Context: an optimization exercise on an open-source flow, tuned for small area. The choices shown serve that exercise and are no tape-out recipe.
Only simulation tests tie the RTL to the original design; equivalence was not proved.

==> try-cedar <==
==> flow/design.v <==
module manta_style (
    input clk,
    input rst,
    output [15:0] imem_addr,
    output        imem_re,
    input  [15:0] imem_rdata,
    output [15:0] dmem_addr,
    output        dmem_re,
    output        dmem_we,
    output [15:0] dmem_wdata,
    input  [15:0] dmem_rdata
);
    reg [15:0] id_instr;
    reg [15:0] id_pc;
    reg [15:0] ex_instr;
    reg [1:0]  mul_cnt;      
    reg [15:0] mem_res;      
    reg [15:0] mem_wd;       
    reg [3:0]  mem_dest;     
    reg        mem_ld;
    reg        mem_st;
    reg [15:0] gpr [1:15];
    wire [3:0] id_op = id_instr[15:12];
    wire [3:0] id_a  = id_instr[11:8];
    wire [3:0] id_b  = id_instr[7:4];
    wire [3:0] id_c  = id_instr[3:0];
    wire [3:0] ex_op = ex_instr[15:12];
    wire [3:0] ex_a  = ex_instr[11:8];
    wire [3:0] ex_b  = ex_instr[7:4];
    wire [3:0] ex_c  = ex_instr[3:0];
    wire ex_mul   = (ex_op == 4'h5);
    wire mul_busy = ex_mul & ~mul_cnt[1];           
    wire ex_cd    = (ex_op[3:1] == 3'b110);         
    wire [3:0] ex_dest = ex_cd ? 4'd0 : ex_c;
    wire ex_ld    = (ex_op == 4'hb);
    wire ex_stw   = (ex_op == 4'hc);
    wire [3:0] hz_rs1 = (id_op != 4'he) ? id_a : 4'd0;
    wire [3:0] hz_rs2 = (id_op < 4'h6) ? id_b : ((id_op[3:1] == 3'b110) ? id_c : 4'd0);
    wire hz1 = (hz_rs1 != 4'd0) &&
               ((hz_rs1 == ex_dest && ex_ld) || (hz_rs1 == mem_dest && mem_ld && hz_rs1 != ex_dest));
    wire hz2 = (hz_rs2 != 4'd0) &&
               ((hz_rs2 == ex_dest && ex_ld) || (hz_rs2 == mem_dest && mem_ld && hz_rs2 != ex_dest));
    wire id_ex_stall = mul_busy | hz1 | hz2;
    wire id_branch   = (id_op == 4'hd) | (id_op == 4'he) | (id_op == 4'hf);
    wire if_id_stall = id_ex_stall | id_branch;
    wire [3:0] rs1 = ex_a;
    wire [3:0] rs2 = ex_op[3] ? ex_c : ex_b;
    wire [15:0] rf1 = (rs1 == 4'd0) ? 16'd0 : gpr[rs1];
    wire [15:0] rf2 = (rs2 == 4'd0) ? 16'd0 : gpr[rs2];
    wire [15:0] A = (mem_dest != 4'd0 && rs1 == mem_dest) ? mem_res : rf1;
    wire [15:0] B = (mem_dest != 4'd0 && rs2 == mem_dest) ? mem_res : rf2;
    wire [15:0] imm = {12'd0, ex_b};
    wire        is_sub = (ex_op == 4'h1);
    wire        pc_rel = (ex_op == 4'hd) | (ex_op == 4'he);
    reg  [15:0] add_b;
    always @(*) begin
        case (ex_op)
            4'h0:    add_b = B;
            4'h1:    add_b = ~B;
            4'hd:    add_b = {{12{ex_b[3]}}, ex_b};
            4'he:    add_b = {{8{ex_a[3]}}, ex_a, ex_b};
            4'hf:    add_b = {{12{ex_b[3]}}, ex_b};
            default: add_b = imm;
        endcase
    end
    wire [15:0] add_a = pc_rel ? id_pc : A;
    wire [15:0] sum = add_a + add_b + {15'd0, is_sub};
    wire [15:0] pc_inc = id_pc + 16'd1;
    wire [15:0] L = (ex_op < 4'h6) ? B : imm;
    wire [16:0] prod_lo = A * B;
    wire [15:0] b_ge;
    genvar gi;
    generate
        for (gi = 0; gi < 16; gi = gi + 1) begin : g_bge
            assign b_ge[gi] = |B[15:gi];
        end
    endgenerate
    wire [15:1] ovf_terms;
    generate
        for (gi = 1; gi < 16; gi = gi + 1) begin : g_ovf
            assign ovf_terms[gi] = A[gi] & b_ge[16 - gi];
        end
    endgenerate
    wire ovf = (|ovf_terms) | prod_lo[16];
    wire [15:0] mul_res = ovf ? 16'hffff : prod_lo[15:0];
    reg [15:0] res;
    always @(*) begin
        case (ex_op)
            4'h0, 4'h1, 4'h6, 4'hb, 4'hc: res = sum;
            4'h2, 4'h7: res = A & L;
            4'h3, 4'h8: res = A | L;
            4'h4:       res = A ^ B;
            4'h5:       res = mul_res;
            4'h9:       res = A << ex_b;
            4'ha:       res = A >> ex_b;
            default:    res = pc_inc;         
        endcase
    end
    wire br_taken = ((ex_op == 4'hd) && (A != B)) | (ex_op == 4'he) | (ex_op == 4'hf);
    assign imem_re   = ~if_id_stall;
    assign imem_addr = br_taken ? sum : pc_inc;
    assign dmem_addr  = mem_res;
    assign dmem_re    = mem_ld;
    assign dmem_we    = mem_st;
    assign dmem_wdata = mem_wd;
    wire [15:0] wr_data = mem_ld ? dmem_rdata : mem_res;
    always @(posedge clk) begin
        if (rst) begin
            id_instr <= 16'd0;
            id_pc    <= 16'hffff;
        end else begin
            if (!if_id_stall) begin
                id_instr <= imem_rdata;
                id_pc    <= imem_addr;
            end else if (!id_ex_stall) begin
                id_instr <= 16'd0;
            end
        end
    end
    always @(posedge clk) begin
        if (rst) begin
            ex_instr <= 16'd0;
            mul_cnt  <= 2'd0;
        end else if (mul_busy) begin
            mul_cnt  <= mul_cnt + 2'd1;
        end else begin
            ex_instr <= id_ex_stall ? 16'd0 : id_instr;
            mul_cnt  <= 2'd0;
        end
    end
    always @(posedge clk) begin
        mem_res <= res;
        mem_wd  <= B;
        if (rst || mul_busy) begin
            mem_dest <= 4'd0;
            mem_ld   <= 1'b0;
            mem_st   <= 1'b0;
        end else begin
            mem_dest <= ex_dest;
            mem_ld   <= ex_ld;
            mem_st   <= ex_stw;
        end
    end
    integer i;
    always @(posedge clk) begin
        for (i = 1; i < 16; i = i + 1) begin
            if (rst)
                gpr[i] <= 16'd0;
            else if (mem_dest == i[3:0])
                gpr[i] <= wr_data;
        end
    end
endmodule
==> flow/run.sh <==
#!/bin/bash
# synth_recipe.tcl (not shown) runs the flow's synth.tcl, then flattens the netlist and writes it again
# the make line also repeats each setting of config.mk as NAME=value (left out here)
make -C /OpenROAD-flow-scripts/flow DESIGN_CONFIG=/design/flow/config.mk WORK_HOME=/design/flow/orfs CLKGATE_MAP_FILE= SYNTH_SCRIPT=/design/flow/synth_recipe.tcl finish
==> flow/config.mk <==
export PLATFORM = sky130hd
export DESIGN_NAME = manta_style
export DESIGN_NICKNAME = manta_style
export VERILOG_FILES = /design/flow/design.v
export SDC_FILE = /design/flow/constraint.sdc
export NUM_CORES = 4
export LEC_CHECK = 0
export ABC_AREA = 1
export CAP_MARGIN = 20
export CORE_MARGIN = 2
export CORE_UTILIZATION = 55
export CTS_BUF_LIST = sky130_fd_sc_hd__clkbuf_4 sky130_fd_sc_hd__clkbuf_8
export PLACE_DENSITY = 0.7
export SLEW_MARGIN = 20
==> flow/constraint.sdc <==
create_clock -name core_clock -period 8.0 [get_ports {clk}]
set_input_delay 1.6000 -clock core_clock [delete_from_list [all_inputs] [get_ports {clk}]]
set_output_delay 1.6000 -clock core_clock [all_outputs]
set_load 0.01 [all_outputs]
==> try-quartz (differences from try-cedar) <==
Settings changed: CORE_UTILIZATION 55 to 40, CTS_BUF_LIST sky130_fd_sc_hd__clkbuf_4 sky130_fd_sc_hd__clkbuf_8 to not set, PLACE_DENSITY 0.7 to 0.6.
==> summary of the runs <==
Sequential cell count is the same in try-quartz and try-cedar. Between try-quartz and try-cedar, the lower first-iteration DRC count is in try-quartz (gap about 33%, measured against try-cedar). Critical path depth: try-quartz is higher than try-cedar (6). Against try-cedar, the hold slack of try-quartz is better by 0.0035 ns. Against try-cedar, the maximum frequency of try-quartz is lower by about 0.6%. Synthesized cell count is the same in try-quartz and try-cedar. Of try-cedar and try-quartz, try-cedar has the higher setup slack (gap 0.045 ns). In try-cedar the die area is smaller than in try-quartz, by 27%.

re-timing with driven ports:
No port has a modelled driver above. Below, the same layouts with a new extraction and two added sets of constraints.
Step 1 assumes that a clkbuf_16 drives the clock port and a buf_2 every other input.
Step 2, shift: input delay + t, output delay - t, t = (earliest + latest rising clock arrival at the registers) / 2. This alone moves slack from input paths to output paths.
Slacks: no drivers / after step 1 / after step 2; pairs: no drivers / after step 1.
| run | t (ns) | setup slack, ns | hold slack, ns | worst data-port slew with drivers (ns) |
|---|---|---|---|---|
| try-cedar | 0.724 | 0.246 / 0.190 / 0.351 | 0.413 / 0.413 / 0.413 | 0.05 |
| try-quartz | 0.658 | 0.201 / 0.201 / 0.201 | 0.416 / 0.416 / 0.416 | 0.04 |
After both steps setup and hold are still met in every run listed.
